What follows belongs to an exercise in optimizing a design on an open flow for small area; a production flow would make more cautious choices.
In this exercise RTL edits were held to simulation tests only and were not proved equivalent to the original.
Power is estimated from default activity; no workload was simulated.

--- flow/run.sh ---
#!/bin/bash
# The standard layout (standard.sh), except that the port buffers are
# made from the smallest buffer cell instead of the default one.
set -euo pipefail
export BUFFER_PORTS_ARGS="-buffer_cell sky130_fd_sc_hd__buf_1"
bash standard.sh > standard.log 2>&1
--- standard.sh ---
#!/bin/bash
# synth_recipe.tcl (not shown) runs the flow's synth.tcl, then flattens the netlist and writes it again
# the make line also repeats each setting of config.mk as NAME=value (left out here)
make -C /OpenROAD-flow-scripts/flow DESIGN_CONFIG=/design/flow/config.mk WORK_HOME=/design/flow/orfs CLKGATE_MAP_FILE= SYNTH_SCRIPT=/design/flow/synth_recipe.tcl "${@:-finish}"
--- constraint.sdc ---
create_clock -name core_clock -period 5.0 [get_ports {iClock}]
set_input_delay 1.0000 -clock core_clock [delete_from_list [all_inputs] [get_ports {iClock}]]
set_output_delay 1.0000 -clock core_clock [all_outputs]
set_load 0.01 [all_outputs]
--- design.v ---
module conectBox(iResetn, iClock, nextStep, up, down, left, right, oX, oY, oColour, oPlot);
input iResetn, iClock, nextStep, up, down, left, right;
output oPlot;
output [7:0] oX;
output [6:0] oY;
output [5:0] oColour;
localparam RUN=2'd0, IDLE=2'd1, WAIT=2'd2;
reg [7:0] cx;
reg [6:0] cy;
reg erase, pend;
reg [1:0] r;
reg [1:0] ph;
reg [3:0] xc;
reg [3:0] yc;
function [7:0] add8; input [7:0] a; input [7:0] b; integer i; reg c;
  begin c = 1'b0; for (i = 0; i < 8; i = i + 1) begin add8[i] = a[i] ^ b[i] ^ c; c = (a[i] & b[i]) | (c & (a[i] ^ b[i])); end end
endfunction
function [6:0] add7; input [6:0] a; input [6:0] b; integer i; reg c;
  begin c = 1'b0; for (i = 0; i < 7; i = i + 1) begin add7[i] = a[i] ^ b[i] ^ c; c = (a[i] & b[i]) | (c & (a[i] ^ b[i])); end end
endfunction
function [3:0] inc4; input [3:0] a; input ci; integer i; reg c;
  begin c = ci; for (i = 0; i < 4; i = i + 1) begin inc4[i] = a[i] ^ c; c = a[i] & c; end end
endfunction
wire body = ~r[1] & ~r[0];
wire face = ~r[1] & r[0];
wire r3 = r[1] & ~r[0];
wire [3:0] xl = {face, 1'b0, ~r[1], 1'b1};
wire [3:0] yl = {~r[1], 1'b0, body, 1'b1};
wire run = (ph == RUN);
wire x15 = (xc == 4'd15);
wire rowend = run & (xc == xl);
wire last = (yc == yl);
reg [7:0] dx;
reg [6:0] dy;
reg [1:0] phn;
reg [3:0] xcn;
reg [3:0] ycn;
reg start;
always @(*) begin
  dx = 8'd0; dy = 7'd0; phn = ph; start = 1'b0;
  xcn = inc4(xc, 1'b1);
  ycn = inc4(yc, run ? rowend : x15);
  case (ph)
    RUN: begin
      if (rowend) begin
        if (last) begin phn = IDLE; xcn = 4'd15; end
        else begin dx = -{4'd0, xl}; dy = 7'd1; xcn = 4'd0; end
      end else if (!x15) dx = 8'd1;
    end
    IDLE: begin
      if (x15) begin
        if (r3 & ~erase) phn = WAIT;
        case (r)
          2'b00: begin dx = -8'd7; dy = -7'd22; end
          2'b01: begin dx = -8'd9; dy = -7'd6; end
          2'b11: begin dx = 8'd4; dy = -7'd1; end
          default: begin dx = -8'd4; dy = 7'd7; end
        endcase
      end
      if (xc == 4'd1 && r3 && erase) begin
        if (up) dy = -7'd3;
        else if (down) dy = 7'd3;
        else if (right) dx = 8'd3;
        else if (left) dx = -8'd3;
      end
      if (xc == {1'b0, r3, ~r3, r3}) begin
        phn = RUN; start = 1'b1; xcn = 4'd15; ycn = 4'd0;
      end
    end
    default: begin
      if (yc[2:0] == 3'd1 && xc == 4'd5 && (nextStep || pend)) begin
        phn = IDLE; xcn = 4'd3;
      end
    end
  endcase
end
assign oPlot = run | ((ph == IDLE) & x15);
assign oX = cx;
assign oY = cy;
assign oColour = (erase | r[1]) ? 6'b111111 : (r[0] ? 6'b111100 : 6'b101011);
always @(posedge iClock) yc <= ycn;
always @(posedge iClock) begin
  if (!iResetn) begin
    cx <= 8'd24; cy <= 7'd31;
    erase <= 1'b1; pend <= 1'b1;
    r <= 2'b10; ph <= IDLE; xc <= 4'd2;
  end else begin
    cx <= add8(cx, dx);
    cy <= add7(cy, dy);
    ph <= phn;
    xc <= xcn;
    if (start) begin
      r <= {r[0], ~r[1]};
      if (r3) begin
        erase <= ~erase;
        if (erase) pend <= ~pend;
      end
    end
  end
end
endmodule
--- config.mk ---
export PLATFORM = sky130hd
export DESIGN_NAME = conectBox
export DESIGN_NICKNAME = conectBox
export VERILOG_FILES = /design/flow/design.v
export SDC_FILE = /design/flow/constraint.sdc
export NUM_CORES = 4
export LEC_CHECK = 0
export CAP_MARGIN = 20
export CORE_MARGIN = 2
export CORE_UTILIZATION = 40
export CTS_BUF_LIST = sky130_fd_sc_hd__clkbuf_4
export CTS_CLUSTER_DIAMETER = 500
export CTS_CLUSTER_SIZE = 50
export SLEW_MARGIN = 20
==> results of run 1 <==
-- synthesized netlist by cell type, types with 2 or more instances --
library cell / instances
a21boi_0: 4
a21o_1: 2
a21oi_1: 10
and2_1: 9
and3_1: 2
buf_2: 3
buf_4: 4
clkbuf_1: 3
dfxtp_1: 29
fa_1: 11
ha_1: 8
inv_1: 8
mux2i_1: 3
nand2_1: 18
nand2b_1: 10
nand3_1: 3
nand3b_1: 3
nand4bb_1: 3
nor2_1: 7
nor2b_1: 5
o2111ai_1: 2
o211ai_1: 2
o21ai_0: 6
o221ai_1: 2
o22ai_1: 2
or4bb_1: 2
xnor2_1: 5
xor2_1: 3
-- layer usage --
layer	track usage, %	share of wire, %	up-vias	wire length (µm)
met1	19.64	47	634	1659
met3	5.051	4.6	6	163
met4	5.769	1.5	0	53
met5	0	0	-	0
met2	25.05	47	23	1671
li1	-	-	686	-
-- logic make-up (layout without fill, tap and decap cells) --
logic type | Yosys count | in the layout
AOI/OAI and AO/OA | 34 | 34
xor gates and xnor gates | 8 | 8
adders and majority gates | 19 | 19
buffers and inverters | 18 | 44
DFF | 29 | 29
muxes | 4 | 4
other | 1 | 2
and+or+nand+nor | 73 | 73
-- sequential cells by signal (all words and copies together) (netlist names) --
register  flops
r             2
cy            7
yc            4
pend          1
xc            4
ph            2
cx            8
erase         1
-- where the power goes --
group	switching [mW]	total [mW]	leakage (nW)	internal (mW)
registers	0.0285	0.284	0.236	0.256
logic	0.0581	0.116	0.541	0.0576
clock network	0.0819	0.191	0.0433	0.109
-- per-stage QoR --
step / worst slack [ns] / util, % / hold slack [ns]
floorplan: 0.8735 / - / 0.4840
global placement: 0.6271 / 44.06 / 0.5187
detailed placement: 0.5394 / 44.06 / 0.5303
CTS: 0.5475 / 45.89 / 0.5507
global route: 0.3478 / 45.89 / 0.5912
finish: 0.5751 / 45.89 / 0.5547
-- critical path, cell delays in order (launching register included) --
cell and delay, ns:
dfxtp_1 0.39, or4bb_1 0.49, o22ai_1 0.24, and2_1 0.26, or3_1 0.13, a21oi_1 0.07
ha_1 0.19, inv_1 0.06, fa_1 0.15, inv_1 0.05, fa_1 0.37, fa_1 0.38
fa_1 0.39, fa_1 0.38, fa_1 0.38, xor2_1 0.16, nand2b_1 0.14, mux2i_1 0.15
-- area by class of cell --
type                    instances  area (µm²)
clock buffers                   6       45.04
clock inverters                 2       33.78
fillers                       450        2323
inverters                       8       30.03
multi-input cells             140        1104
flip-flops and latches         29       580.6
well taps                      52       65.06
repair buffers                 28       112.6
-- how the worst max path moves through the flow --
| stage | from | cells past startpoint | endpoint |
|---|---|---|---|
| final | yc[3]$_DFF_P_ | 17 | cx[7]$_SDFF_PN0_ |
| after global routing | yc[3]$_DFF_P_ | 17 | cx[7]$_SDFF_PN0_ |
| after CTS | yc[3]$_DFF_P_ | 17 | cx[7]$_SDFF_PN0_ |
| after detailed placement | up | 18 | cx[7]$_SDFF_PN0_ |
| after global placement | down | 18 | cx[7]$_SDFF_PN0_ |
| after floorplan | right | 16 | cx[7]$_SDFF_PN0_ |
==> results.py, run 1 <==
metrics = {
    "status": {
        "status": "timing/DRC/antenna clean",
    },
    "synthesis": {
        "synth_cell_types": 45,
        "syn_area_per_cell_um2": 9.498,
        "yosysWarnings": 1,
        "synth_edf_count": 0,
        "synthAdderAreaFrac_pct": 18.13,
        "synth_seq_area_share_pct": 32.86,
        "synth_compound_area_share_pct": 12.32,
        "synthArstFlopShare_pct": 0,
        "synth_xor_area_share_pct": 3.966,
        "synth_ff_type": "dfxtp_1",
        "synth_top_family_by_area": "simple AND/OR/NAND/NOR gates",
        "synthSimpleGateAreaFrac_pct": 25.28,
        "synth_mux_area_share_pct": 2.337,
        "synth_seq_cells": 29,
        "synth_area_um2": 1767,
        "synthCells": 186,
        "synth_top_area_cell": "dfxtp_1",
        "yosysTopAreaCellShare_pct": 32.86,
        "synth.area.top_cells": "dfxtp_1 33%, fa_1 12%, ha_1 5.7%, nand2_1 3.8%, nand2b_1 3.5%",
    },
    "worst_setup_path": {
        "regToRegEndpoint": "cx[7]$_SDFF_PN0_",
        "start_kind": "flip-flop",
        "cp.required_ns": 5.26,
        "cp-end-kind": "flip-flop",
        "crit_arrival_ns": 4.69,
        "r2r_start": "yc[3]$_DFF_P_",
        "r2r_cells": 17,
        "crit_fanout": 4,
        "crit_type": "reg2reg",
        "r2r_setup_slack_ns": 0.58,
    },
    "global_route": {
        "grt_overflow": 0,
        "first_global_vias": 1313,
        "antenna_found_initial": 0,
        "grt_pass1_wl_mm": 6.072,
        "grt_max_degree": 27,
        "grt_usage_pct": 15.64,
    },
    "power_and_ir_drop": {
        "vdd_drop_max_uv": 133.8,
        "power.static_leakage_nw": 0.8203,
        "total_power_uw": 591.3,
        "power_density_nw_per_um2": 300.1,
    },
    "placed_design": {
        "gp_congestion": 0.9090,
        "post-place-cells": 257,
        "place_area_um2": 1892,
        "hpwl_mm": 2.664,
        "port_buffers": 26,
    },
    "floorplan": {
        "rows": 24,
        "start_util_pct": 41.14,
        "die_w_um": 70.46,
        "fp.dieArea_um2": 4965,
        "boundaryPins": 29,
        "die_h_um": 70.46,
        "core_area_um2": 4294,
    },
    "routing": {
        "wl_per_cell_um": 13.38,
        "routed_wl_mm": 3.546,
        "vias": 1349,
        "viasPerCell": 5.091,
        "drt_iter0_drc": 74,
        "drt_first_pass_iters": 4,
        "drc": 0,
        "ant_nets": 0,
    },
    "clock_tree": {
        "cts_setup_buffers": 0,
        "insertion_delay_ns": 0.33,
        "cts.sinks": 29,
        "path_clk_slew_ns": 0.10,
        "h-tree-depth": 2,
        "cts_resized": 0,
        "cts.root.buffer_cell": "clkbuf_4",
        "cts_buffer_depth": 2,
        "hold_buffers": 0,
        "numCtsBuffers": 5,
        "cts_tree": "yes",
    },
    "timing": {
        "rsz0062_at_grt": "false",
        "skew_ns": 0.01097,
        "finalHoldViolCount": 0,
        "setup_viol": 0,
        "tightest_slew_ns": 0.9925,
        "timing.final.crit_share_pct": 88.50,
        "finalSetupTns_ns": 0,
        "period_needed_ns": 4.425,
        "fmax_ghz": 0.2260,
        "worst_slew_margin_rel_pct": 33.83,
        "slew_viol_final": 0,
    },
    "finish": {
        "final_cells": 265,
        "most-common-layout-cells": "29 x dfxtp_1, 26 x buf_1, 18 x nand2_1",
        "final_common_cell": "dfxtp_1",
        "layout.nets": 238,
        "design_area_um2": 1971,
        "drive_gt1_share_pct": 7.042,
        "antenna_cells": 0,
        "area_growth_pct": 11.54,
    },
    "min_path": {
        "min-delay-start": "xc[0]$_SDFF_PN0_",
        "holdPathStages": 1,
        "hold_class": "reg2reg",
        "hold_path_end": "xc[0]$_SDFF_PN0_",
    },
    "run": {
        "cap_violations": 0,
    },
}
==> run 2, diff against run 1 <==
==> flow/run.sh (replaced) <==
#!/bin/bash
# The standard layout (standard.sh) with two changes:
#  - synthesis is ORFS's synthesis exactly as standard.sh runs it, except that
#    ABC maps the logic between the registers with an area-oriented script
#    (flow/abc_area_iter.script); registers and their names are unchanged;
#  - the port buffers are made from the smallest buffer cell.
set -euo pipefail
here=$(pwd)
mkdir -p mysynth
# ORFS's synth.tcl with only the ABC script replaced
sed "s|log_cmd abc {\*}\$abc_args|log_cmd abc -script $here/flow/abc_area_iter.script {*}[lrange \$abc_args 2 end]|" \
  "$FLOW_HOME/scripts/synth.tcl" > mysynth/synth.tcl
grep -q "abc_area_iter.script" mysynth/synth.tcl
# The standard flow's synthesis script, sourcing that copy
sed "s|source \$::env(SCRIPTS_DIR)/synth.tcl|source $here/mysynth/synth.tcl|" synth_recipe.tcl > mysynth/synth_recipe.tcl
grep -q "mysynth/synth.tcl" mysynth/synth_recipe.tcl
sed "s|SYNTH_SCRIPT=[^ ]*|SYNTH_SCRIPT=$here/mysynth/synth_recipe.tcl|" standard.sh > mysynth/standard.sh
grep -q "mysynth/synth_recipe.tcl" mysynth/standard.sh
export CTS_ARGS="-sink_clustering_enable -repair_clock_nets -buf_list sky130_fd_sc_hd__clkbuf_4 -sink_clustering_size 50 -sink_clustering_max_diameter 500 -dont_use_dummy_load"
export BUFFER_PORTS_ARGS="-buffer_cell sky130_fd_sc_hd__buf_1"
bash mysynth/standard.sh > standard.log 2>&1
==> flow/abc_area_iter.script (new file) <==
strash
dc2
&get -n
&st
&dch -f
&nf -R 1000
&put
strash
dc2
&get -n
&st
&dch -f
&nf -R 1000
&put
topo
==> run 2 against run 1 <==
  * Largest power group unchanged
  * Synthesized cell count down 5.9%
  * Count of clock-buffer cells in the layout down 1
  * Setup slack worse by 0.21 ns
  * Largest cell class unchanged
  * Power grew 40%
==> results.py, run 2 <==
metrics = {
    "global_route": {
        "grt_pass1_wl_mm": 5.616,
        "grt_max_degree": 26,
        "antenna_found_initial": 0,
        "first_global_vias": 1225,
        "grt_usage_pct": 16.91,
        "grt_overflow": 0,
    },
    "routing": {
        "wl_per_cell_um": 12.14,
        "viasPerCell": 5.055,
        "drc": 0,
        "ant_nets": 0,
        "drt_first_pass_iters": 4,
        "routed_wl_mm": 3.109,
        "drt_iter0_drc": 57,
        "vias": 1294,
    },
    "finish": {
        "most-common-layout-cells": "29 x dfxtp_1, 26 x buf_1, 20 x nand2_1",
        "layout.nets": 234,
        "biggestRegsByFlops": "cx x8, cy x7",
        "drive_gt1_share_pct": 3.883,
        "largest_register_ffs": 8,
        "final_common_cell": "dfxtp_1",
        "area_growth_pct": 11.99,
        "top_register": "cx",
        "antenna_cells": 0,
    },
    "synthesis": {
        "synth_seq_area_share_pct": 35.89,
        "synth_seq_cells": 29,
        "synth_area_um2": 1618,
        "synth_cell_types": 36,
        "yosysTopAreaCellShare_pct": 35.89,
        "synth_edf_count": 0,
        "synth_common_cells": "29 x dfxtp_1, 20 x nand2_1, 18 x nor2_1, 11 x fa_1, 10 x nand2b_1",
        "synthArstFlopShare_pct": 0,
        "synthCells": 175,
        "synth_top_area_cell": "dfxtp_1",
        "synth.area.top_cells": "dfxtp_1 36%, fa_1 14%, ha_1 6.2%, nand2_1 4.6%, nor2_1 4.2%",
        "yosysWarnings": 1,
        "synth_ff_type": "dfxtp_1",
        "synth.most_common_cell": "dfxtp_1",
        "syn_area_per_cell_um2": 9.245,
    },
    "timing": {
        "finalHoldViolCount": 0,
        "tightest_slew_ns": 1.026,
        "slew_viol_final": 0,
        "period_needed_ns": 4.637,
        "rsz0062_at_grt": "false",
        "setup_viol": 0,
        "finalSetupTns_ns": 0,
        "worst_slew_margin_rel_pct": 31.62,
        "fmax_ghz": 0.2157,
        "skew_ns": 0.01772,
        "timing.final.crit_share_pct": 92.74,
        "whs_ns": 0.5150,
    },
    "floorplan": {
        "die_h_um": 67.60,
        "rows": 23,
        "start_util_pct": 41.03,
        "die_w_um": 67.60,
        "core_area_um2": 3943,
        "boundaryPins": 29,
        "fp.dieArea_um2": 4569,
    },
    "worst_setup_path": {
        "path_cells": "clkinv_1 > ha_1 > nor2b_1 > nand4b_1 > nor3_1 > nand2_1 > o211ai_1 > a221o_1 > ha_1 > clkinv_1 > fa_1 > clkinv_1 > fa_1 > fa_1 > fa_1 > fa_1 > fa_1 > xor2_1 > nand2_1 > nand2_1 > nor2_1",
        "cp.depth": 21,
        "regToRegEndpoint": "cx[7]$_SDFF_PN0_",
        "critPathCapture": "cx[7]$_SDFF_PN0_",
        "cp_num_buf_inv": 3,
        "slowest_delay_ns": 0.39,
        "r2r_cells": 21,
        "cp-end-kind": "flip-flop",
        "cpLargestDelayFamily": "adder cells",
        "crit_fanout": 5,
        "r2r_start": "xc[1]$_SDFF_PN1_",
        "crit_path_top_delay_cell": "dfxtp_1",
        "crit_top_cell": "fa_1",
        "r2r_setup_slack_ns": 0.36,
        "cp-startpoint": "xc[1]$_SDFF_PN1_",
        "cp.required_ns": 5.23,
        "start_kind": "flip-flop",
        "crit_type": "reg2reg",
        "crit_arrival_ns": 4.87,
    },
    "clock_tree": {
        "cts.sinks": 29,
        "insertion_delay_ns": 0.32,
        "cts.root.buffer_cell": "clkbuf_4",
        "cts_tree": "yes",
        "hold_buffers": 0,
        "path_clk_slew_ns": 0.09,
        "cts_buffer_depth": 2,
        "cts_resized": 0,
        "h-tree-depth": 2,
        "numCtsBuffers": 5,
        "cts_setup_buffers": 0,
    },
    "placed_design": {
        "hpwl_mm": 2.348,
        "port_buffers": 26,
        "gp_congestion": 0.8227,
    },
    "power_and_ir_drop": {
        "vdd_drop_max_uv": 161.5,
        "power_density_nw_per_um2": 455.6,
        "power.static_leakage_nw": 0.7724,
    },
    "run": {
        "cap_violations": 0,
    },
    "min_path": {
        "hold_class": "reg2reg",
    },
    "status": {
        "status": "timing/DRC/antenna clean",
    },
}
==> run 2: through the flow <==
stage,std cells,utilization (%),worst slack [ns],cell area [µm²],total power [mW]
2_1_floorplan,176,-,0.6402,1622,0.6158
3_3_place_gp,251,45.00,0.3716,1774,0.7143
3_5_place_dp,251,45.00,0.2536,1774,0.7119
4_1_cts,256,45.95,0.3328,1812,0.8387
5_1_grt,256,45.95,0.01901,1812,0.9214
6_report,256,45.95,0.3632,1812,0.8255
==> run 2: final cells by class <==
type / count / area, µm²
repair buffers: 29 / 120.1
inverters: 6 / 22.52
well taps: 50 / 62.56
clock buffers: 5 / 37.54
fillers: 399 / 2131
multi-input cells: 137 / 988.4
flip-flops and latches: 29 / 580.6
==> run 2: cells by family after synthesis <==
family / after synthesis / synth area share [%]
simple gates: 75 / 23.05
compound gates: 33 / 13.38
flops: 29 / 35.89
fa+ha+maj: 19 / 19.80
buf+inv: 10 / 3.248
xor+xnor: 7 / 3.790
other cells: 1 / 0.2318
mux: 1 / 0.6187
==> run 2: tightest hold or removal path, stage by stage (launching register included) <==
cell and delay, ns:
dfxtp_1 0.36, xnor2_1 0.08, nand2_1 0.05
==> run 2: power by group <==
part | switching (mW) | internal [mW]
Clock | 0.0722 | 0.0468
Sequential | 0.0635 | 0.303
Combinational | 0.188 | 0.152
Total | 0.324 | 0.502
==> run 2: how the worst min path moves through the flow <==
| stage | end | from | depth (start not counted) |
|---|---|---|---|
| 6_report | pend$_SDFFE_PN1P_ | pend$_SDFFE_PN1P_ | 2 |
| 4_1_cts | pend$_SDFFE_PN1P_ | pend$_SDFFE_PN1P_ | 2 |
| 2_1_floorplan | pend$_SDFFE_PN1P_ | pend$_SDFFE_PN1P_ | 2 |
| 3_5_place_dp | pend$_SDFFE_PN1P_ | pend$_SDFFE_PN1P_ | 2 |
| 3_3_place_gp | pend$_SDFFE_PN1P_ | pend$_SDFFE_PN1P_ | 2 |
| 5_1_grt | pend$_SDFFE_PN1P_ | pend$_SDFFE_PN1P_ | 2 |
==> run 2: routing by layer <==
layer  up-vias  GRT usage [%]  share of wire (%)
met1       603          21.60                 46
li1        655              -                  -
met3         6          5.500                5.0
met4         0          6.888                1.8
met2        30          26.23                 47
met5         -              0                  0
==> run 3, diff against run 2 <==
--- a/config.mk
+++ b/config.mk
@@ -11,4 +11,5 @@
 export CTS_BUF_LIST = sky130_fd_sc_hd__clkbuf_4
 export CTS_CLUSTER_DIAMETER = 500
 export CTS_CLUSTER_SIZE = 50
+export GPL_TIMING_DRIVEN = 0
 export SLEW_MARGIN = 20
==> run 3 against run 2 <==
  * Still clean on timing, DRC and antenna
  * Largest power group unchanged
  * Highest routed layer unchanged
  * Area after synthesis is the same
  * Critical path type unchanged
  * Critical endpoint unchanged
  * Global-route usage is 0.13 points lower
  * Synthesized cell count unchanged
==> results.py, run 3 <==
metrics = {
    "routing": {
        "routed_wl_mm": 3.175,
        "drt_iter0_drc": 47,
        "vias": 1293,
        "ant_nets": 0,
        "viasPerCell": 5.012,
        "drt_first_pass_iters": 4,
        "drc": 0,
        "wl_per_cell_um": 12.31,
    },
    "global_route": {
        "busiest_layer": "met2",
        "grt_pass1_wl_mm": 5.533,
        "grt_usage_pct": 16.78,
        "grt_max_degree": 26,
        "gr-usage-met3_pct": 5.500,
        "first_global_vias": 1187,
        "use_met2_pct": 25.49,
        "antenna_found_initial": 0,
        "grt_overflow": 0,
        "use_met1_pct": 21.85,
    },
    "worst_setup_path": {
        "start_kind": "flip-flop",
        "crit_type": "reg2reg",
        "r2r_cells": 18,
        "slowest_delay_ns": 0.48,
        "cp-end-kind": "flip-flop",
        "crit_path_top_delay_cell": "dfxtp_1",
        "r2r_setup_slack_ns": 0.33,
        "crit_fanout": 8,
        "path_cells": "nor2b_1 > xor2_1 > nor4_2 > nor3_1 > a221o_1 > ha_1 > clkinv_1 > fa_1 > clkinv_1 > fa_1 > fa_1 > fa_1 > fa_1 > fa_1 > xor2_1 > nand2_1 > nand2_1 > nor2_1",
        "crit_top_cell": "fa_1",
        "crit_arrival_ns": 4.91,
        "cp.required_ns": 5.24,
        "regToRegEndpoint": "cx[7]$_SDFF_PN0_",
        "r2r_start": "r[0]$_SDFFE_PN0P_",
    },
    "synthesis": {
        "synth_seq_area_share_pct": 35.89,
        "yosysWarnings": 1,
        "synth_top_area_cell": "dfxtp_1",
        "synth_common_cells": "29 x dfxtp_1, 20 x nand2_1, 18 x nor2_1, 11 x fa_1, 10 x nand2b_1",
        "synth_seq_cells": 29,
        "synthArstFlopShare_pct": 0,
        "synth_ff_type": "dfxtp_1",
        "synth.area.top_cells": "dfxtp_1 36%, fa_1 14%, ha_1 6.2%, nand2_1 4.6%, nor2_1 4.2%",
        "synth_edf_count": 0,
        "yosysTopAreaCellShare_pct": 35.89,
        "synth_area_um2": 1618,
        "synth.most_common_cell": "dfxtp_1",
        "synth_cell_types": 36,
        "synthCells": 175,
        "syn_area_per_cell_um2": 9.245,
    },
    "finish": {
        "antenna_cells": 0,
        "final_common_cell": "dfxtp_1",
        "layout.nets": 236,
        "fillCellCount": 404,
        "area_growth_pct": 13.46,
        "drive_gt1_share_pct": 6.250,
        "biggestRegsByFlops": "cx x8, cy x7",
        "top_register": "cx",
        "most-common-layout-cells": "28 x dfxtp_1, 25 x buf_1, 20 x nand2_1",
        "design_area_um2": 1836,
        "final_core_util_pct": 46.56,
        "largest_register_ffs": 8,
    },
    "power_and_ir_drop": {
        "pwr-share-clk_pct": 14.8,
        "swShare_pct": 39.51,
        "power_frac_seq_pct": 45.8,
        "vdd_drop_max_uv": 152.9,
        "switchingPower_uw": 325.5,
        "p_int_uw": 498.5,
        "total_power_uw": 824.0,
        "power_density_nw_per_um2": 448.9,
        "power.static_leakage_nw": 0.7818,
        "combinationalPowerShare_pct": 39.4,
    },
    "clock_tree": {
        "cts_buffer_depth": 2,
        "cts.sinks": 29,
        "numCtsBuffers": 5,
        "hold_buffers": 0,
        "cts_tree": "yes",
        "h-tree-depth": 2,
        "cts.root.buffer_cell": "clkbuf_4",
        "insertion_delay_ns": 0.33,
        "path_clk_slew_ns": 0.09,
    },
    "placed_design": {
        "gp_congestion": 0.8076,
        "hpwl_mm": 2.273,
        "port_buffers": 26,
        "place_area_um2": 1782,
    },
    "floorplan": {
        "core_area_um2": 3943,
        "rows": 23,
        "die_w_um": 67.60,
        "start_util_pct": 41.03,
        "boundaryPins": 29,
        "die_h_um": 67.60,
        "fp.dieArea_um2": 4569,
    },
    "timing": {
        "worst_slew_margin_rel_pct": 40.26,
        "finalHoldViolCount": 0,
        "skew_ns": 0.01681,
        "setup_viol": 0,
        "timing.final.crit_share_pct": 93.46,
        "fmax_ghz": 0.2140,
        "period_needed_ns": 4.673,
        "finalSetupTns_ns": 0,
        "slew_viol_final": 0,
        "tightest_slew_ns": 0.8886,
        "rsz0062_at_grt": "false",
    },
    "run": {
        "cap_violations": 0,
    },
    "min_path": {
        "min-delay-start": "pend$_SDFFE_PN1P_",
        "holdPathStages": 2,
        "hold_path_end": "pend$_SDFFE_PN1P_",
        "hold_class": "reg2reg",
    },
    "status": {
        "status": "timing/DRC/antenna clean",
    },
}
## run 3: worst max-delay path by stage
stage / startpoint / to / slack [ns] / depth (start not counted)
floorplan: down / cx[7]$_SDFF_PN0_ / 0.64 / 17
global placement: r[1]$_SDFFE_PN1P_ / cx[7]$_SDFF_PN0_ / 0.15 / 18
detailed placement: r[1]$_SDFFE_PN1P_ / cx[7]$_SDFF_PN0_ / 0.16 / 18
CTS: r[1]$_SDFFE_PN1P_ / cx[7]$_SDFF_PN0_ / 0.12 / 18
global route: r[0]$_SDFFE_PN0P_ / cx[7]$_SDFF_PN0_ / 0.006 / 18
finish: r[0]$_SDFFE_PN0P_ / cx[7]$_SDFF_PN0_ / 0.33 / 18
## run 3: critical path, delay by kind of cell, from the launching register on
| family | cells | cell delay (ns) |
|---|---|---|
| AOI/OAI and AO/OA | 1 | 0.39 |
| buffers and inverters | 2 | 0.12 |
| xor gates and xnor gates | 2 | 0.33 |
| DFF | 1 | 0.48 |
| and+or+nand+nor | 6 | 0.97 |
| adders and majority gates | 7 | 2.29 |
## run 3: logic make-up after synthesis
| logic type | after synthesis | share of synthesized area [%] |
|---|---|---|
| AOI/OAI and AO/OA | 33 | 13.38 |
| other | 1 | 0.2318 |
| adders and majority gates | 19 | 19.80 |
| buffers and inverters | 10 | 3.248 |
| DFF | 29 | 35.89 |
| muxes | 1 | 0.6187 |
| and+or+nand+nor | 75 | 23.05 |
| xor gates and xnor gates | 7 | 3.790 |
## run 3: cell type report
type	count	area (µm²)	share of cell area, %
sequential	29	581.8	31.70
tap	50	62.56	3.408
inverter	6	22.52	1.227
multi-input combinational	137	994.7	54.19
clock buffer	5	37.54	2.045
timing repair buffer	27	106.4	5.794
buffer	4	30.03	1.636
## run 3: power groups by stage
stage,Combinational (mW),Clock (mW),Sequential (mW)
after floorplan,0.234,0,0.382
after global placement,0.323,0,0.382
after detailed placement,0.324,0,0.381
after CTS,0.327,0.128,0.377
after global routing,0.382,0.138,0.392
final,0.325,0.122,0.378
## run 3: routing by layer
metal	wire length [µm]	part of all wire (%)
met4	52	1.6
met3	153	4.8
met2	1397	44
met5	0	0
met1	1571	49
## run 3: stage by stage
stage,std cells,setup WS (ns),hold WS [ns]
detailed placement,252,0.1630,0.4970
floorplan,176,0.6402,0.4639
global route,258,0.005510,0.5590
global placement,252,0.1500,0.4855
CTS,257,0.1241,0.5202
finish,258,0.3272,0.5232
## run 3: repair_timing
item / 4_1_cts / 5_1_grt
setup buffers: 0 / 1
endpoints found under the hold margin: 0 / 0
setup endpoints to repair: 0 / 2
resized for setup: 0 / 2
==> run 4, diff against run 3 <==
--- a/config.mk
+++ b/config.mk
@@ -5,11 +5,11 @@
 export SDC_FILE = /design/flow/constraint.sdc
 export NUM_CORES = 4
 export LEC_CHECK = 0
-export CAP_MARGIN = 20
+export CAP_MARGIN = 0
 export CORE_MARGIN = 2
 export CORE_UTILIZATION = 40
 export CTS_BUF_LIST = sky130_fd_sc_hd__clkbuf_4
 export CTS_CLUSTER_DIAMETER = 500
 export CTS_CLUSTER_SIZE = 50
 export GPL_TIMING_DRIVEN = 0
-export SLEW_MARGIN = 20
+export SLEW_MARGIN = 0
==> run 4 against run 3 <==
  * Clock skew stayed put
  * Worst hold slack unchanged
  * Maximum frequency down 0.12%
  * Critical path depth did not move
  * Die area did not move
  * Largest power group unchanged
  * Count of clock-buffer cells in the layout did not move
  * Highest routed layer unchanged
==> results.py, run 4 <==
metrics = {
    "routing": {
        "vias": 1293,
        "ant_nets": 0,
        "drt_iter0_drc": 47,
        "wl_per_cell_um": 12.30,
        "drt_first_pass_iters": 4,
        "viasPerCell": 5.012,
        "drc": 0,
        "routed_wl_mm": 3.174,
    },
    "synthesis": {
        "synth_top_area_cell": "dfxtp_1",
        "yosysTopAreaCellShare_pct": 35.89,
        "synth_seq_area_share_pct": 35.89,
        "synth_cell_types": 36,
        "synth.area.top_cells": "dfxtp_1 36%, fa_1 14%, ha_1 6.2%, nand2_1 4.6%, nor2_1 4.2%",
        "syn_area_per_cell_um2": 9.245,
        "synth.most_common_cell": "dfxtp_1",
        "synth_common_cells": "29 x dfxtp_1, 20 x nand2_1, 18 x nor2_1, 11 x fa_1, 10 x nand2b_1",
        "synth_area_um2": 1618,
        "synthCells": 175,
        "synth_ff_type": "dfxtp_1",
        "synth_seq_cells": 29,
        "synth_edf_count": 0,
        "synthArstFlopShare_pct": 0,
        "yosysWarnings": 1,
    },
    "timing": {
        "worst_slew_margin_rel_pct": 28.29,
        "slew_viol_final": 0,
        "setup_viol": 0,
        "finalHoldViolCount": 0,
        "whs_ns": 0.5232,
        "finalSetupTns_ns": 0,
        "tightest_slew_ns": 1.076,
        "fmax_ghz": 0.2138,
        "period_needed_ns": 4.678,
        "skew_ns": 0.01681,
        "timing.final.crit_share_pct": 93.56,
    },
    "min_path": {
        "min-delay-start": "pend$_SDFFE_PN1P_",
        "hold_class": "reg2reg",
        "hold_path_end": "pend$_SDFFE_PN1P_",
        "holdPathStages": 2,
    },
    "placed_design": {
        "gp_congestion": 0.8076,
        "port_buffers": 26,
        "place_area_um2": 1782,
        "post-place-cells": 252,
        "hpwl_mm": 2.273,
    },
    "worst_setup_path": {
        "crit_fanout": 8,
        "regToRegEndpoint": "cx[7]$_SDFF_PN0_",
        "crit_top_cell": "fa_1",
        "cp-end-kind": "flip-flop",
        "cp_num_buf_inv": 2,
        "start_kind": "flip-flop",
        "path_cells": "nor2b_1 > xor2_1 > nor4_2 > nor3_1 > a221o_1 > ha_1 > clkinv_1 > fa_1 > clkinv_1 > fa_1 > fa_1 > fa_1 > fa_1 > fa_1 > xor2_1 > nand2_1 > nand2_1 > nor2_1",
        "cp.required_ns": 5.24,
        "r2r_start": "r[0]$_SDFFE_PN0P_",
        "crit_arrival_ns": 4.92,
        "r2r_setup_slack_ns": 0.32,
        "slowest_delay_ns": 0.48,
        "cp-startpoint": "r[0]$_SDFFE_PN0P_",
        "crit_path_top_delay_cell": "dfxtp_1",
        "cpLargestDelayFamily": "adder cells",
        "crit_type": "reg2reg",
        "r2r_cells": 18,
    },
    "finish": {
        "drive_gt1_share_pct": 5.769,
        "largest_register_ffs": 8,
        "most-common-layout-cells": "28 x dfxtp_1, 26 x buf_1, 20 x nand2_1",
        "area_growth_pct": 13.38,
        "final_common_cell": "dfxtp_1",
        "antenna_cells": 0,
        "design_area_um2": 1834,
        "layout.nets": 236,
        "biggestRegsByFlops": "cx x8, cy x7",
        "top_register": "cx",
        "final_cells": 258,
    },
    "power_and_ir_drop": {
        "vdd_drop_max_uv": 152.9,
        "power.static_leakage_nw": 0.7788,
        "switchingPower_uw": 325.5,
        "swShare_pct": 39.51,
        "pwr-share-clk_pct": 14.8,
        "combinationalPowerShare_pct": 39.4,
        "power_density_nw_per_um2": 449.2,
        "power_frac_seq_pct": 45.8,
        "total_power_uw": 824.0,
        "p_int_uw": 498.5,
    },
    "run": {
        "cap_violations": 0,
    },
    "floorplan": {
        "die_h_um": 67.60,
        "core_area_um2": 3943,
        "start_util_pct": 41.03,
        "die_w_um": 67.60,
        "rows": 23,
        "fp.dieArea_um2": 4569,
        "boundaryPins": 29,
    },
    "global_route": {
        "grt_overflow": 0,
        "grt_max_degree": 26,
        "grt_usage_pct": 16.78,
        "grt_pass1_wl_mm": 5.533,
        "first_global_vias": 1187,
        "antenna_found_initial": 0,
    },
    "clock_tree": {
        "cts.root.buffer_cell": "clkbuf_4",
        "h-tree-depth": 2,
        "cts_tree": "yes",
        "path_clk_slew_ns": 0.09,
        "numCtsBuffers": 5,
        "insertion_delay_ns": 0.33,
        "cts.sinks": 29,
        "cts_buffer_depth": 2,
    },
    "status": {
        "status": "timing/DRC/antenna clean",
    },
}
-- run 4: cell counts after synthesis --
No cell type changed its count.
-- run 4: cell type report --
type	instances	area, µm²
sequential	29	581.8
inverter	6	22.52
fill	404	2108
clock buffer	5	37.54
multi-input combinational	137	994.7
timing repair buffer	27	105.1
buffer	4	30.03
tap	50	62.56
-- run 4: tightest hold or removal path, cell delays in order, from the launching register on --
cell	delay [ns]
dfxtp_1	0.36
xnor2_1	0.08
nand2_1	0.05
-- run 4: what timing repair did --
action | 4_1_cts | 5_1_grt
hold buffers | 0 | 0
buffers inserted | 0 | 1
gates resized for setup | 0 | 2
endpoints found under the setup margin | 0 | 2
-- run 4: through the flow --
| stage | utilization (%) | worst slack, ns |
|---|---|---|
| after floorplan | - | 0.6402 |
| after global placement | 45.19 | 0.1500 |
| after detailed placement | 45.19 | 0.1630 |
| after CTS | 46.14 | 0.1241 |
| after global routing | 46.52 | -0.001675 |
| final | 46.52 | 0.3218 |
-- run 4: kinds of logic after synthesis --
group	share of synthesized area, %
AND/OR/NAND/NOR	23.05
other	0.2318
XOR/XNOR	3.790
multiplexers	0.6187
buffers and inverters	3.248
adder cells (fa/ha/maj)	19.80
flip-flops	35.89
AO/OA/AOI/OAI	13.38
-- run 4: power by group through the flow --
stage / Clock, mW / Sequential [mW] / Combinational (mW)
floorplan: 0 / 0.382 / 0.234
global placement: 0 / 0.382 / 0.323
detailed placement: 0 / 0.381 / 0.324
CTS: 0.128 / 0.377 / 0.327
global route: 0.138 / 0.392 / 0.382
finish: 0.122 / 0.378 / 0.325
-- run 4: worst max-delay path by stage --
stage / end / depth (start not counted)
finish: cx[7]$_SDFF_PN0_ / 18
global route: cx[7]$_SDFF_PN0_ / 18
CTS: cx[7]$_SDFF_PN0_ / 18
detailed placement: cx[7]$_SDFF_PN0_ / 18
global placement: cx[7]$_SDFF_PN0_ / 18
floorplan: cx[7]$_SDFF_PN0_ / 17
-- run 4: layer usage --
metal  up-vias  wire [µm]  GRT usage (%)
met3         5        153          5.500
met5         -          0              0
met4         0         52          6.888
li1        657          -              -
met2        23       1397          25.49
met1       608       1571          21.85
==> run 5, diff against run 4 <==
--- a/config.mk
+++ b/config.mk
@@ -11,5 +11,4 @@
 export CTS_BUF_LIST = sky130_fd_sc_hd__clkbuf_4
 export CTS_CLUSTER_DIAMETER = 500
 export CTS_CLUSTER_SIZE = 50
-export GPL_TIMING_DRIVEN = 0
 export SLEW_MARGIN = 0
==> run 5 against run 4 <==
  * Still clean on timing, DRC and antenna
  * Clock skew is 0.00092 ns higher
  * Non-clock buffer count decreased by 2
  * Maximum frequency grew 0.89%
  * Die area stayed put
  * Sequential cell count is the same
  * Synthesized cell count is the same
  * Routed wire length shrank 2.0%
  * Setup slack better by 0.041 ns
  * Combinational power increased by 5%
  * Via count about the same
  * Cell area is 1.2% lower
  * Largest power group unchanged
  * Highest routed layer unchanged
==> results.py, run 5 <==
metrics = {
    "finish": {
        "layout.nets": 234,
        "top_register": "cx",
        "final_common_cell": "dfxtp_1",
        "antenna_cells": 0,
        "area_growth_pct": 11.99,
        "most-common-layout-cells": "29 x dfxtp_1, 26 x buf_1, 20 x nand2_1",
        "final_core_util_pct": 45.95,
        "final_cells": 256,
        "drive_gt1_share_pct": 3.883,
        "biggestRegsByFlops": "cx x8, cy x7",
        "largest_register_ffs": 8,
    },
    "clock_tree": {
        "insertion_delay_ns": 0.32,
        "cts.sinks": 29,
        "cts_resized": 0,
        "cts_setup_buffers": 0,
        "hold_buffers": 0,
        "h-tree-depth": 2,
        "cts_tree": "yes",
        "path_clk_slew_ns": 0.09,
        "numCtsBuffers": 5,
        "cts_buffer_depth": 2,
        "cts.root.buffer_cell": "clkbuf_4",
    },
    "worst_setup_path": {
        "path_cells": "clkinv_1 > ha_1 > nor2b_1 > nand4b_1 > nor3_1 > nand2_1 > o211ai_1 > a221o_1 > ha_1 > clkinv_1 > fa_1 > clkinv_1 > fa_1 > fa_1 > fa_1 > fa_1 > fa_1 > xor2_1 > nand2_1 > nand2_1 > nor2_1",
        "cp-end-kind": "flip-flop",
        "start_kind": "flip-flop",
        "cp.required_ns": 5.23,
        "crit_path_top_delay_cell": "dfxtp_1",
        "slowest_delay_ns": 0.39,
        "crit_type": "reg2reg",
        "crit_fanout": 5,
        "crit_arrival_ns": 4.87,
        "regToRegEndpoint": "cx[7]$_SDFF_PN0_",
        "r2r_cells": 21,
        "r2r_setup_slack_ns": 0.36,
        "r2r_start": "xc[1]$_SDFF_PN1_",
        "crit_top_cell": "fa_1",
    },
    "timing": {
        "rsz0062_at_grt": "false",
        "tightest_slew_ns": 1.026,
        "finalSetupTns_ns": 0,
        "worst_slew_margin_rel_pct": 31.62,
        "whs_ns": 0.5150,
        "slew_viol_final": 0,
        "setup_viol": 0,
        "period_needed_ns": 4.637,
        "timing.final.crit_share_pct": 92.74,
        "skew_ns": 0.01772,
        "finalHoldViolCount": 0,
        "fmax_ghz": 0.2157,
    },
    "synthesis": {
        "synth_cell_types": 36,
        "synth_top_area_cell": "dfxtp_1",
        "synth_area_um2": 1618,
        "synth_ff_type": "dfxtp_1",
        "synth_seq_cells": 29,
        "synth.most_common_cell": "dfxtp_1",
        "syn_area_per_cell_um2": 9.245,
        "synth_seq_area_share_pct": 35.89,
        "synth_edf_count": 0,
        "synth.area.top_cells": "dfxtp_1 36%, fa_1 14%, ha_1 6.2%, nand2_1 4.6%, nor2_1 4.2%",
        "yosysWarnings": 1,
        "synthArstFlopShare_pct": 0,
        "yosysTopAreaCellShare_pct": 35.89,
        "synth_common_cells": "29 x dfxtp_1, 20 x nand2_1, 18 x nor2_1, 11 x fa_1, 10 x nand2b_1",
        "synthCells": 175,
    },
    "routing": {
        "viasPerCell": 5.055,
        "ant_nets": 0,
        "wl_per_cell_um": 12.14,
        "routed_wl_mm": 3.109,
        "vias": 1294,
        "drc": 0,
        "drt_iter0_drc": 57,
        "drt_first_pass_iters": 4,
    },
    "global_route": {
        "grt_overflow": 0,
        "antenna_found_initial": 0,
        "first_global_vias": 1225,
        "grt_pass1_wl_mm": 5.616,
        "grt_max_degree": 26,
        "grt_usage_pct": 16.91,
    },
    "min_path": {
        "hold_path_end": "pend$_SDFFE_PN1P_",
        "min-delay-start": "pend$_SDFFE_PN1P_",
        "hold_class": "reg2reg",
        "holdPathStages": 2,
    },
    "floorplan": {
        "boundaryPins": 29,
        "rows": 23,
        "start_util_pct": 41.03,
        "die_w_um": 67.60,
        "fp.dieArea_um2": 4569,
        "core_area_um2": 3943,
        "die_h_um": 67.60,
    },
    "placed_design": {
        "post-place-cells": 251,
        "hpwl_mm": 2.348,
        "gp_congestion": 0.8227,
        "port_buffers": 26,
    },
    "status": {
        "status": "timing/DRC/antenna clean",
    },
    "power_and_ir_drop": {
        "vdd_drop_max_uv": 161.5,
        "power.static_leakage_nw": 0.7724,
        "power_density_nw_per_um2": 455.6,
        "total_power_uw": 825.5,
    },
    "run": {
        "cap_violations": 0,
    },
}
-- run 5: how the worst max path moves through the flow --
stage	end	startpoint	cells after the start	slack, ns
floorplan	cx[7]$_SDFF_PN0_	down	17	0.64
global placement	cx[7]$_SDFF_PN0_	down	18	0.37
detailed placement	cx[7]$_SDFF_PN0_	down	18	0.25
CTS	cx[7]$_SDFF_PN0_	xc[1]$_SDFF_PN1_	21	0.33
global route	cx[7]$_SDFF_PN0_	xc[1]$_SDFF_PN1_	21	0.02
finish	cx[7]$_SDFF_PN0_	xc[1]$_SDFF_PN1_	21	0.36
-- run 5: metrics by stage --
| step | cell area [µm²] | setup WS [ns] |
|---|---|---|
| floorplan | 1622 | 0.6402 |
| global placement | 1774 | 0.3716 |
| detailed placement | 1774 | 0.2536 |
| CTS | 1812 | 0.3328 |
| global route | 1812 | 0.01901 |
| finish | 1812 | 0.3632 |
-- run 5: logic make-up after synthesis --
logic type | Yosys count | synth area share (%)
buffers and inverters | 10 | 3.248
AOI/OAI and AO/OA | 33 | 13.38
and+or+nand+nor | 75 | 23.05
adders and majority gates | 19 | 19.80
muxes | 1 | 0.6187
DFF | 29 | 35.89
other | 1 | 0.2318
xor gates and xnor gates | 7 | 3.790
-- run 5: critical path, delay by kind of cell (launching register included) --
kind	cells	cell delay, ns
fa+ha+maj	8	2.45
simple gates	7	0.85
compound gates	2	0.42
flops	1	0.39
buf+inv	3	0.24
xor+xnor	1	0.18
-- run 5: final cells by class --
cell class,count,area (µm²)
fillers,399,2131
well taps,50,62.56
repair buffers,29,120.1
clock buffers,5,37.54
inverters,6,22.52
multi-input cells,137,988.4
flip-flops and latches,29,580.6
-- run 5: report_power, final --
part,switching [mW],internal [mW],total [mW]
Clock,0.0722,0.0468,0.119
Sequential,0.0635,0.303,0.366
Combinational,0.188,0.152,0.340
-- run 5: metal layers --
| metal | share of wire (%) | track usage, % |
|---|---|---|
| met5 | 0 | 0 |
| met3 | 5.0 | 5.500 |
| met4 | 1.8 | 6.888 |
| met2 | 47 | 26.23 |
| met1 | 46 | 21.60 |
==> run 6, diff against run 5 <==
--- a/flow/run.sh
+++ b/flow/run.sh
@@ -17,5 +17,6 @@
 sed "s|SYNTH_SCRIPT=[^ ]*|SYNTH_SCRIPT=$here/mysynth/synth_recipe.tcl|" standard.sh > mysynth/standard.sh
 grep -q "mysynth/synth_recipe.tcl" mysynth/standard.sh
 export CTS_ARGS="-sink_clustering_enable -repair_clock_nets -buf_list sky130_fd_sc_hd__clkbuf_4 -sink_clustering_size 50 -sink_clustering_max_diameter 500 -dont_use_dummy_load"
+export GPL_KEEP_OVERFLOW=0
 export BUFFER_PORTS_ARGS="-buffer_cell sky130_fd_sc_hd__buf_1"
 bash mysynth/standard.sh > standard.log 2>&1
--- a/config.mk
+++ b/config.mk
@@ -5,10 +5,10 @@
 export SDC_FILE = /design/flow/constraint.sdc
 export NUM_CORES = 4
 export LEC_CHECK = 0
-export CAP_MARGIN = 0
+export CAP_MARGIN = 20
 export CORE_MARGIN = 2
 export CORE_UTILIZATION = 40
 export CTS_BUF_LIST = sky130_fd_sc_hd__clkbuf_4
 export CTS_CLUSTER_DIAMETER = 500
 export CTS_CLUSTER_SIZE = 50
-export SLEW_MARGIN = 0
+export SLEW_MARGIN = 20
==> run 6 against run 5 <==
  * Still clean on timing, DRC and antenna
  * Count of clock-buffer cells in the layout is the same
  * Power shrank 0.25%
  * Global-route usage shrank 0.54 points
  * Utilization shrank 0.54 points
  * Area after synthesis is the same
  * Cell area shrank 1.2%
  * Maximum frequency grew 0.16%
  * Critical path type unchanged
  * Critical endpoint unchanged
  * Largest cell class unchanged
==> results.py, run 6 <==
metrics = {
    "status": {
        "status": "timing/DRC/antenna clean",
    },
    "routing": {
        "ant_nets": 0,
        "drt_iter0_drc": 99,
        "routed_wl_mm": 3.170,
        "vias": 1280,
        "viasPerCell": 5.059,
        "drc": 0,
        "drt_first_pass_iters": 4,
        "wl_per_cell_um": 12.53,
    },
    "synthesis": {
        "synth_top_area_cell": "dfxtp_1",
        "syn_area_per_cell_um2": 9.245,
        "yosysWarnings": 1,
        "synth_cell_types": 36,
        "synth_ff_type": "dfxtp_1",
        "synth.most_common_cell": "dfxtp_1",
        "synthCells": 175,
        "synth_edf_count": 0,
        "synth_common_cells": "29 x dfxtp_1, 20 x nand2_1, 18 x nor2_1, 11 x fa_1, 10 x nand2b_1",
        "synth.area.top_cells": "dfxtp_1 36%, fa_1 14%, ha_1 6.2%, nand2_1 4.6%, nor2_1 4.2%",
        "yosysTopAreaCellShare_pct": 35.89,
        "synth_seq_area_share_pct": 35.89,
        "synth_area_um2": 1618,
        "synthArstFlopShare_pct": 0,
        "synth_seq_cells": 29,
    },
    "timing": {
        "tightest_slew_ns": 1.021,
        "rsz0062_at_grt": "false",
        "finalSetupTns_ns": 0,
        "fmax_ghz": 0.2160,
        "worst_slew_margin_rel_pct": 31.93,
        "finalHoldViolCount": 0,
        "period_needed_ns": 4.629,
        "setup_viol": 0,
        "timing.final.crit_share_pct": 92.58,
        "slew_viol_final": 0,
        "skew_ns": 0.008188,
    },
    "clock_tree": {
        "cts_tree": "yes",
        "cts_buffer_depth": 2,
        "cts.sinks": 29,
        "path_clk_slew_ns": 0.09,
        "insertion_delay_ns": 0.32,
        "h-tree-depth": 2,
        "cts_setup_buffers": 0,
        "numCtsBuffers": 5,
        "cts.root.buffer_cell": "clkbuf_4",
    },
    "worst_setup_path": {
        "crit_arrival_ns": 4.85,
        "start_kind": "flip-flop",
        "cp-end-kind": "flip-flop",
        "cp.required_ns": 5.22,
        "crit_type": "reg2reg",
        "crit_fanout": 5,
    },
    "floorplan": {
        "core_area_um2": 3943,
        "die_w_um": 67.60,
        "fp.dieArea_um2": 4569,
        "rows": 23,
        "die_h_um": 67.60,
        "boundaryPins": 29,
        "start_util_pct": 41.03,
    },
    "finish": {
        "antenna_cells": 0,
        "final_cells": 253,
        "drive_gt1_share_pct": 2.956,
        "fillCellCount": 383,
        "top_register": "cx",
        "area_growth_pct": 10.67,
        "largest_register_ffs": 8,
        "biggestRegsByFlops": "cx x8, cy x7",
        "final_common_cell": "dfxtp_1",
        "most-common-layout-cells": "28 x dfxtp_1, 26 x buf_1, 20 x nand2_1",
        "layout.nets": 231,
    },
    "min_path": {
        "hold_class": "reg2reg",
    },
    "run": {
        "cap_violations": 0,
    },
    "placed_design": {
        "port_buffers": 26,
        "post-place-cells": 248,
        "gp_congestion": 0.8037,
        "hpwl_mm": 2.393,
    },
    "power_and_ir_drop": {
        "vdd_drop_max_uv": 162.1,
        "total_power_uw": 823.4,
        "power.static_leakage_nw": 0.7569,
        "power_density_nw_per_um2": 459.9,
    },
    "global_route": {
        "grt_max_degree": 26,
        "antenna_found_initial": 0,
        "grt_overflow": 0,
        "grt_usage_pct": 16.36,
        "grt_pass1_wl_mm": 5.402,
        "first_global_vias": 1145,
    },
}
-- run 6: where the power goes --
part	total (mW)	leakage (nW)	internal, mW	switching (mW)
sequential	0.377	0.237	0.303	0.0739
clock	0.119	0.0230	0.0468	0.0722
combinational	0.327	0.497	0.148	0.179
total	0.823	0.757	0.498	0.325
-- run 6: cell families (layout without fill, tap and decap cells) --
group / count (synthesis) / in the layout / synth area share [%]
compound gates: 33 / 33 / 13.38
xor+xnor: 7 / 7 / 3.790
fa+ha+maj: 19 / 19 / 19.80
buf+inv: 10 / 37 / 3.248
flops: 29 / 29 / 35.89
mux: 1 / 1 / 0.6187
other cells: 1 / 2 / 0.2318
simple gates: 75 / 75 / 23.05
-- run 6: worst max-delay path: stages (launching register included) --
cell and delay, ns:
dfxtp_1 0.39, clkinv_1 0.12, ha_1 0.19, nor2b_1 0.15
nand4b_1 0.21, nor3_1 0.12, nand2_1 0.16, o211ai_1 0.11
a221o_1 0.31, ha_1 0.18, clkinv_1 0.05, fa_1 0.16
clkinv_1 0.07, fa_1 0.38, fa_1 0.39, fa_1 0.39
fa_1 0.39, fa_1 0.38, xor2_1 0.17, nand2_1 0.07
nand2_1 0.11, nor2_1 0.06
-- run 6: area by class of cell --
class                      instances  area (µm²)  area share [%]
clock buffer                       5       37.54           2.096
multi-input combinational        137       988.4           55.21
tap                               50       62.56           3.494
timing repair buffer              26       97.59           5.451
inverter                           6       22.52           1.258
sequential                        29       581.8           32.49
-- run 6: through the flow --
stage	util, %	setup WS (ns)	instance area [µm²]	hold WS, ns
finish	45.41	0.3708	1790	0.5105
global route	45.41	0.01745	1790	0.5337
floorplan	-	0.6402	1622	0.4639
global placement	44.43	0.3086	1752	0.4906
detailed placement	44.43	0.2518	1752	0.4886
CTS	45.38	0.2774	1789	0.5105
-- run 6: worst paths after layout --
path | from | endpoint | slack (ns) | cells past startpoint
min reg2reg | pend$_SDFFE_PN1P_ | pend$_SDFFE_PN1P_ | 0.51 | 2
max reg2reg | xc[1]$_SDFF_PN1_ | cx[7]$_SDFF_PN0_ | 0.37 | 21
min | pend$_SDFFE_PN1P_ | pend$_SDFFE_PN1P_ | 0.51 | 2
max | xc[1]$_SDFF_PN1_ | cx[7]$_SDFF_PN0_ | 0.37 | 21
-- run 6: per-layer routing --
metal | wire [µm] | vias to the layer above | track usage (%)
met5 | 0 | - | 0
met4 | 57 | 0 | 6.888
met3 | 164 | 5 | 5.500
met2 | 1522 | 28 | 23.90
met1 | 1425 | 599 | 21.95
li1 | - | 648 | -
-- run 6: what timing repair did --
item	CTS	global route
endpoints found under the setup margin	0	1
resized for setup	0	1
hold buffers	0	0
==> run 7, diff against run 6 <==
--- a/flow/run.sh
+++ b/flow/run.sh
@@ -17,6 +17,5 @@
 sed "s|SYNTH_SCRIPT=[^ ]*|SYNTH_SCRIPT=$here/mysynth/synth_recipe.tcl|" standard.sh > mysynth/standard.sh
 grep -q "mysynth/synth_recipe.tcl" mysynth/standard.sh
 export CTS_ARGS="-sink_clustering_enable -repair_clock_nets -buf_list sky130_fd_sc_hd__clkbuf_4 -sink_clustering_size 50 -sink_clustering_max_diameter 500 -dont_use_dummy_load"
-export GPL_KEEP_OVERFLOW=0
 export BUFFER_PORTS_ARGS="-buffer_cell sky130_fd_sc_hd__buf_1"
 bash mysynth/standard.sh > standard.log 2>&1
==> flow/abc_area_iter.script (replaced) <==
strash
&get -n
&deepsyn -T 60
&put
strash
&get -n
&st
&dch -f
&nf -R 1000
&put
topo
==> run 7 against run 6 <==
  * Critical endpoint unchanged
  * Global-route usage decreased by 1.0 points
  * Critical path depth is 3 lower
  * First-iteration DRC count fell by 54%
  * Maximum frequency is 8.0% higher
  * Count of clock-buffer cells in the layout stayed put
  * Still clean
  * Clock skew increased by 0.0035 ns
==> results.py, run 7 <==
metrics = {
    "finish": {
        "drive_gt1_share_pct": 3.704,
        "final_common_cell": "dfxtp_1",
        "layout.nets": 217,
        "antenna_cells": 0,
        "largest_register_ffs": 8,
        "top_register": "cx",
        "design_area_um2": 1714,
        "area_growth_pct": 12.02,
        "biggestRegsByFlops": "cx x8, cy x7",
        "most-common-layout-cells": "29 x dfxtp_1, 26 x buf_1, 11 x nand2_1, 11 x nor2_1, 11 x fa_1",
    },
    "routing": {
        "wl_per_cell_um": 12.06,
        "top_layer_used": "met4",
        "ant_nets": 0,
        "drt_first_pass_iters": 4,
        "viasPerCell": 4.983,
        "drt_iter0_drc": 46,
        "drc": 0,
        "routed_wl_mm": 2.859,
        "wl_met3_um": 157,
        "wl_met2_mm": 1.301,
        "wl_met1_mm": 1.350,
        "vias": 1181,
    },
    "min_path": {
        "hold_class": "reg2reg",
        "holdPathStages": 2,
        "min-delay-start": "pend$_SDFFE_PN1P_",
        "hold_path_end": "pend$_SDFFE_PN1P_",
    },
    "placed_design": {
        "hpwl_mm": 2.251,
        "port_buffers": 26,
        "place_area_um2": 1677,
        "gp_congestion": 0.8362,
    },
    "timing": {
        "fmax_ghz": 0.2333,
        "skew_ns": 0.01170,
        "finalHoldViolCount": 0,
        "finalSetupTns_ns": 0,
        "timing.final.crit_share_pct": 85.73,
        "rsz0062_at_grt": "false",
        "period_needed_ns": 4.286,
        "setup_viol": 0,
        "slew_viol_final": 0,
        "worst_slew_margin_rel_pct": 42.50,
        "tightest_slew_ns": 0.8607,
    },
    "worst_setup_path": {
        "regToRegEndpoint": "cx[7]$_SDFF_PN0_",
        "crit_path_top_delay_cell": "dfxtp_1",
        "cp-end-kind": "flip-flop",
        "r2r_cells": 18,
        "start_kind": "flip-flop",
        "crit_arrival_ns": 4.50,
        "r2r_start": "r[1]$_SDFFE_PN1P_",
        "crit_type": "reg2reg",
        "r2r_setup_slack_ns": 0.71,
        "cp.required_ns": 5.21,
        "path_cells": "clkinv_1 > nand2_1 > a21oi_1 > nand2b_1 > nor4_1 > a41oi_1 > nand3_1 > ha_1 > clkinv_1 > fa_1 > clkinv_1 > fa_1 > fa_1 > fa_1 > fa_1 > fa_1 > o21ai_0 > a21oi_1",
        "crit_top_cell": "fa_1",
        "crit_fanout": 9,
        "slowest_delay_ns": 0.52,
    },
    "global_route": {
        "antenna_found_initial": 0,
        "grt_usage_pct": 15.33,
        "grt_pass1_wl_mm": 4.981,
        "first_global_vias": 1088,
        "grt_overflow": 0,
        "grt_max_degree": 22,
    },
    "clock_tree": {
        "insertion_delay_ns": 0.31,
        "h-tree-depth": 2,
        "cts_buffer_depth": 2,
        "numCtsBuffers": 5,
        "hold_buffers": 0,
        "cts_resized": 0,
        "cts_tree": "yes",
        "cts_setup_buffers": 0,
        "path_clk_slew_ns": 0.08,
        "cts.sinks": 29,
        "cts.root.buffer_cell": "clkbuf_4",
    },
    "power_and_ir_drop": {
        "total_power_uw": 781.8,
        "power.static_leakage_nw": 0.6940,
        "swShare_pct": 38.98,
        "combinationalPowerShare_pct": 38.2,
        "p_int_uw": 477.0,
        "pwr-share-clk_pct": 14.7,
        "vdd_drop_max_uv": 189.9,
        "switchingPower_uw": 304.8,
        "power_frac_seq_pct": 47.0,
        "power_density_nw_per_um2": 456.1,
    },
    "run": {
        "cap_violations": 0,
    },
    "synthesis": {
        "synth_ff_type": "dfxtp_1",
        "synth_area_um2": 1530,
        "synth_edf_count": 0,
        "synth_seq_cells": 29,
        "synthArstFlopShare_pct": 0,
        "yosysWarnings": 1,
        "yosysTopAreaCellShare_pct": 37.94,
        "synth.most_common_cell": "dfxtp_1",
        "synthCells": 159,
        "synth_seq_area_share_pct": 37.94,
        "syn_area_per_cell_um2": 9.624,
        "synth_cell_types": 32,
        "synth_common_cells": "29 x dfxtp_1, 11 x fa_1, 11 x nand2_1, 11 x nor2_1, 10 x nand2b_1",
        "synth_top_area_cell": "dfxtp_1",
        "synth.area.top_cells": "dfxtp_1 38%, fa_1 14%, ha_1 6.5%, nand2b_1 4.1%, nor2b_1 3.3%",
    },
    "floorplan": {
        "die_h_um": 65.85,
        "rows": 22,
        "start_util_pct": 41.80,
        "fp.dieArea_um2": 4336,
        "die_w_um": 65.85,
        "core_area_um2": 3661,
        "boundaryPins": 29,
    },
    "status": {
        "status": "timing/DRC/antenna clean",
    },
}
## run 7: cell count changes in the layout (fill, tap and decap cells not counted), moves of 2 or more
cell | before | now
o211a_1 | 2 | 0
or2_0 | 0 | 2
nand3_1 | 2 | 4
nor3_1 | 2 | 5
buf_4 | 0 | 2
o22ai_1 | 2 | 0
nand2_1 | 20 | 11
o21ai_0 | 7 | 9
nor2_1 | 18 | 11
a21o_1 | 2 | 0
## run 7: critical path: cells and delay by family (launching register included)
kind | cells | cell delay, ns
adder cells (fa/ha/maj) | 7 | 2.26
AO/OA/AOI/OAI | 4 | 0.56
flip-flops | 1 | 0.52
AND/OR/NAND/NOR | 4 | 0.50
buffers and inverters | 3 | 0.34
## run 7: metal layers
layer  up-vias  global-route usage (%)
met2        28                   23.99
met5         -                       0
met1       555                   19.59
li1        592                       -
met3         6                   5.281
met4         0                   5.469
## run 7: layout make-up
type	count	area (µm²)
multi-input combinational	120	897.1
fill	360	1947
inverter	7	26.28
clock buffer	5	37.54
sequential	29	580.6
timing repair buffer	28	112.6
tap	48	60.06
## run 7: cells by family after synthesis
family / after synthesis / synth area share [%]
compound gates: 28 / 11.04
xor+xnor: 7 / 4.007
fa+ha+maj: 19 / 20.93
buf+inv: 11 / 3.680
flops: 29 / 37.94
other cells: 1 / 0.2451
simple gates: 64 / 22.16
## run 7: how the worst max path moves through the flow
stage | to | cells past startpoint | startpoint | slack, ns
CTS | cx[7]$_SDFF_PN0_ | 18 | r[1]$_SDFFE_PN1P_ | 0.70
finish | cx[7]$_SDFF_PN0_ | 18 | r[1]$_SDFFE_PN1P_ | 0.71
floorplan | cx[7]$_SDFF_PN0_ | 14 | down | 0.96
detailed placement | cy[6]$_SDFF_PN0_ | 13 | up | 0.64
global route | cx[7]$_SDFF_PN0_ | 17 | r[1]$_SDFFE_PN1P_ | 0.39
global placement | cx[7]$_SDFF_PN0_ | 15 | up | 0.71
## run 7: power groups by stage
stage / clock network [mW] / logic [mW] / registers, mW
floorplan: 0 / 0.204 / 0.376
global placement: 0 / 0.286 / 0.371
detailed placement: 0 / 0.300 / 0.374
CTS: 0.122 / 0.304 / 0.369
global route: 0.133 / 0.358 / 0.381
finish: 0.115 / 0.299 / 0.368
## run 7: stage by stage
step / hold WS (ns) / util [%] / worst slack (ns) / instances
floorplan: 0.4639 / - / 0.9616 / 160
finish: 0.5116 / 46.82 / 0.7137 / 237
global route: 0.5558 / 46.82 / 0.3916 / 237
global placement: 0.4925 / 45.80 / 0.7147 / 232
detailed placement: 0.4894 / 45.80 / 0.6390 / 232
CTS: 0.5153 / 46.82 / 0.7044 / 237
==> run 8, diff against run 7 <==
--- a/flow/run.sh
+++ b/flow/run.sh
@@ -17,5 +17,6 @@
 sed "s|SYNTH_SCRIPT=[^ ]*|SYNTH_SCRIPT=$here/mysynth/synth_recipe.tcl|" standard.sh > mysynth/standard.sh
 grep -q "mysynth/synth_recipe.tcl" mysynth/standard.sh
 export CTS_ARGS="-sink_clustering_enable -repair_clock_nets -buf_list sky130_fd_sc_hd__clkbuf_4 -sink_clustering_size 50 -sink_clustering_max_diameter 500 -dont_use_dummy_load"
+export GPL_KEEP_OVERFLOW=0
 export BUFFER_PORTS_ARGS="-buffer_cell sky130_fd_sc_hd__buf_1"
 bash mysynth/standard.sh > standard.log 2>&1
==> flow/abc_area_iter.script (replaced) <==
strash
dc2
&get -n
&st
&dch -f
&nf -R 1000
&put
strash
dc2
&get -n
&st
&dch -f
&nf -R 1000
&put
topo
--- a/config.mk
+++ b/config.mk
@@ -7,8 +7,9 @@
 export LEC_CHECK = 0
 export CAP_MARGIN = 20
 export CORE_MARGIN = 2
-export CORE_UTILIZATION = 40
+export CORE_UTILIZATION = 65
 export CTS_BUF_LIST = sky130_fd_sc_hd__clkbuf_4
 export CTS_CLUSTER_DIAMETER = 500
 export CTS_CLUSTER_SIZE = 50
+export PLACE_DENSITY = 0.75
 export SLEW_MARGIN = 20
==> run 8 against run 7 <==
  * Sequential cell count stayed put
  * Utilization is 27 points higher
  * Clock skew is 0.012 ns higher
  * Highest routed layer unchanged
==> results.py, run 8 <==
metrics = {
    "status": {
        "status": "timing/DRC/antenna clean",
    },
    "placed_design": {
        "port_buffers": 26,
        "dp_slack_ns": 0.2194,
        "hpwl_mm": 2.386,
        "place_area_um2": 1727,
    },
    "floorplan": {
        "rows": 18,
        "die_w_um": 53.89,
        "fp.dieArea_um2": 2904,
        "boundaryPins": 29,
    },
    "global_route": {
        "grt_overflow": 0,
        "grt_pass1_wl_mm": 5.237,
        "grt_max_degree": 26,
        "antenna_found_initial": 0,
    },
    "clock_tree": {
        "cts.root.buffer_cell": "clkbuf_4",
        "hold_buffers": 0,
    },
    "routing": {
        "routed_wl_mm": 3.156,
        "vias": 1334,
        "ant_nets": 0,
        "drt_first_pass_iters": 4,
    },
    "timing": {
        "timing.final.crit_share_pct": 91.99,
        "tightest_slew_ns": 0.9904,
        "worst_slew_margin_rel_pct": 33.97,
        "finalSetupTns_ns": 0,
        "period_needed_ns": 4.599,
        "fmax_ghz": 0.2174,
        "slew_viol_final": 0,
    },
    "synthesis": {
        "synth_common_cells": "29 x dfxtp_1, 20 x nand2_1, 18 x nor2_1, 11 x fa_1, 10 x nand2b_1",
        "synth_ff_type": "dfxtp_1",
        "synth_edf_count": 0,
        "synth_seq_area_share_pct": 35.89,
        "synth.area.top_cells": "dfxtp_1 36%, fa_1 14%, ha_1 6.2%, nand2_1 4.6%, nor2_1 4.2%",
        "synth_area_um2": 1618,
        "syn_area_per_cell_um2": 9.245,
    },
    "power_and_ir_drop": {
        "power.static_leakage_nw": 0.7665,
        "pwr-share-clk_pct": 14.2,
        "power_density_nw_per_um2": 466.2,
        "swShare_pct": 39.56,
    },
    "worst_setup_path": {
        "critPathCapture": "cx[7]$_SDFF_PN0_",
        "crit_fanout": 8,
        "r2r_start": "r[0]$_SDFFE_PN0P_",
        "cp-end-kind": "flip-flop",
        "crit_path_top_delay_cell": "dfxtp_1",
        "crit_arrival_ns": 4.83,
    },
    "finish": {
        "largest_register_ffs": 8,
        "top_register": "cx",
        "drive_gt1_share_pct": 4.390,
        "design_area_um2": 1787,
        "most-common-layout-cells": "28 x dfxtp_1, 26 x buf_1, 20 x nand2_1",
        "final_common_cell": "dfxtp_1",
    },
}
[run 8: cell types whose count changed after synthesis, sizes merged, moves of 2 or more]
cell   change
nand3      -2
o21ai      -2
nor2       +7
nand2      +9
nor3       -3
o211a      +2
a21o       +2
or2        -2
o22ai      +2
[run 8: cells by family (layout without fill, tap and decap cells)]
| logic type | count (synthesis) | after routing | share of synthesized area [%] |
|---|---|---|---|
| buffers and inverters | 10 | 39 | 3.248 |
| muxes | 1 | 1 | 0.6187 |
| xor gates and xnor gates | 7 | 7 | 3.790 |
| and+or+nand+nor | 75 | 75 | 23.05 |
| adders and majority gates | 19 | 19 | 19.80 |
| other | 1 | 2 | 0.2318 |
| DFF | 29 | 29 | 35.89 |
| AOI/OAI and AO/OA | 33 | 33 | 13.38 |
[run 8: worst register-to-register path, delay by kind of cell (launching register included)]
| family | cells | cell delay (ns) |
|---|---|---|
| adder cells (fa/ha/maj) | 7 | 2.26 |
| AND/OR/NAND/NOR | 6 | 0.99 |
| flip-flops | 1 | 0.45 |
| AO/OA/AOI/OAI | 1 | 0.37 |
| XOR/XNOR | 2 | 0.32 |
| buffers and inverters | 2 | 0.12 |
[run 8: power by group through the flow]
stage	clock, mW	sequential [mW]	combinational, mW
after floorplan	0	0.382	0.234
after global placement	0	0.376	0.315
after detailed placement	0	0.381	0.329
after CTS	0.124	0.376	0.336
after global routing	0.131	0.390	0.390
final	0.118	0.377	0.338
[run 8: final cells by class]
type	instances	area [µm²]
multi-input combinational	137	994.7
fill	188	623.1
sequential	29	581.8
timing repair buffer	28	112.6
clock buffer	5	37.54
tap	30	37.54
inverter	6	22.52
[run 8: layer usage]
metal,GRT usage (%),wire [µm],vias to the layer above
met5,0,0,-
met1,27.92,1333,617
li1,-,-,657
met4,11.97,69,0
met3,9.167,195,8
met2,45.53,1558,52
[run 8: what timing repair did]
item	in CTS	in global routing
resized for setup	0	2
endpoints found under the setup margin	0	1
buffers inserted	0	2
[run 8: per-stage QoR]
step	hold slack (ns)	utilization (%)
2_1_floorplan	0.4639	-
3_3_place_gp	0.4892	71.65
3_5_place_dp	0.5022	71.65
4_1_cts	0.5224	73.21
5_1_grt	0.5483	74.14
6_report	0.5369	74.14
[run 8: worst min path at each step]
stage | to
after global placement | pend$_SDFFE_PN1P_
after floorplan | pend$_SDFFE_PN1P_
after global routing | pend$_SDFFE_PN1P_
after CTS | pend$_SDFFE_PN1P_
final | pend$_SDFFE_PN1P_
after detailed placement | pend$_SDFFE_PN1P_

Check on run 8: ideal ports give 0.401 ns setup slack; a clkbuf_16 on the clock port and buf_2 on the inputs give 0.401 ns; moving port delays by the midpoint clock arrival (0.342 ns) as well gives 0.298 ns.
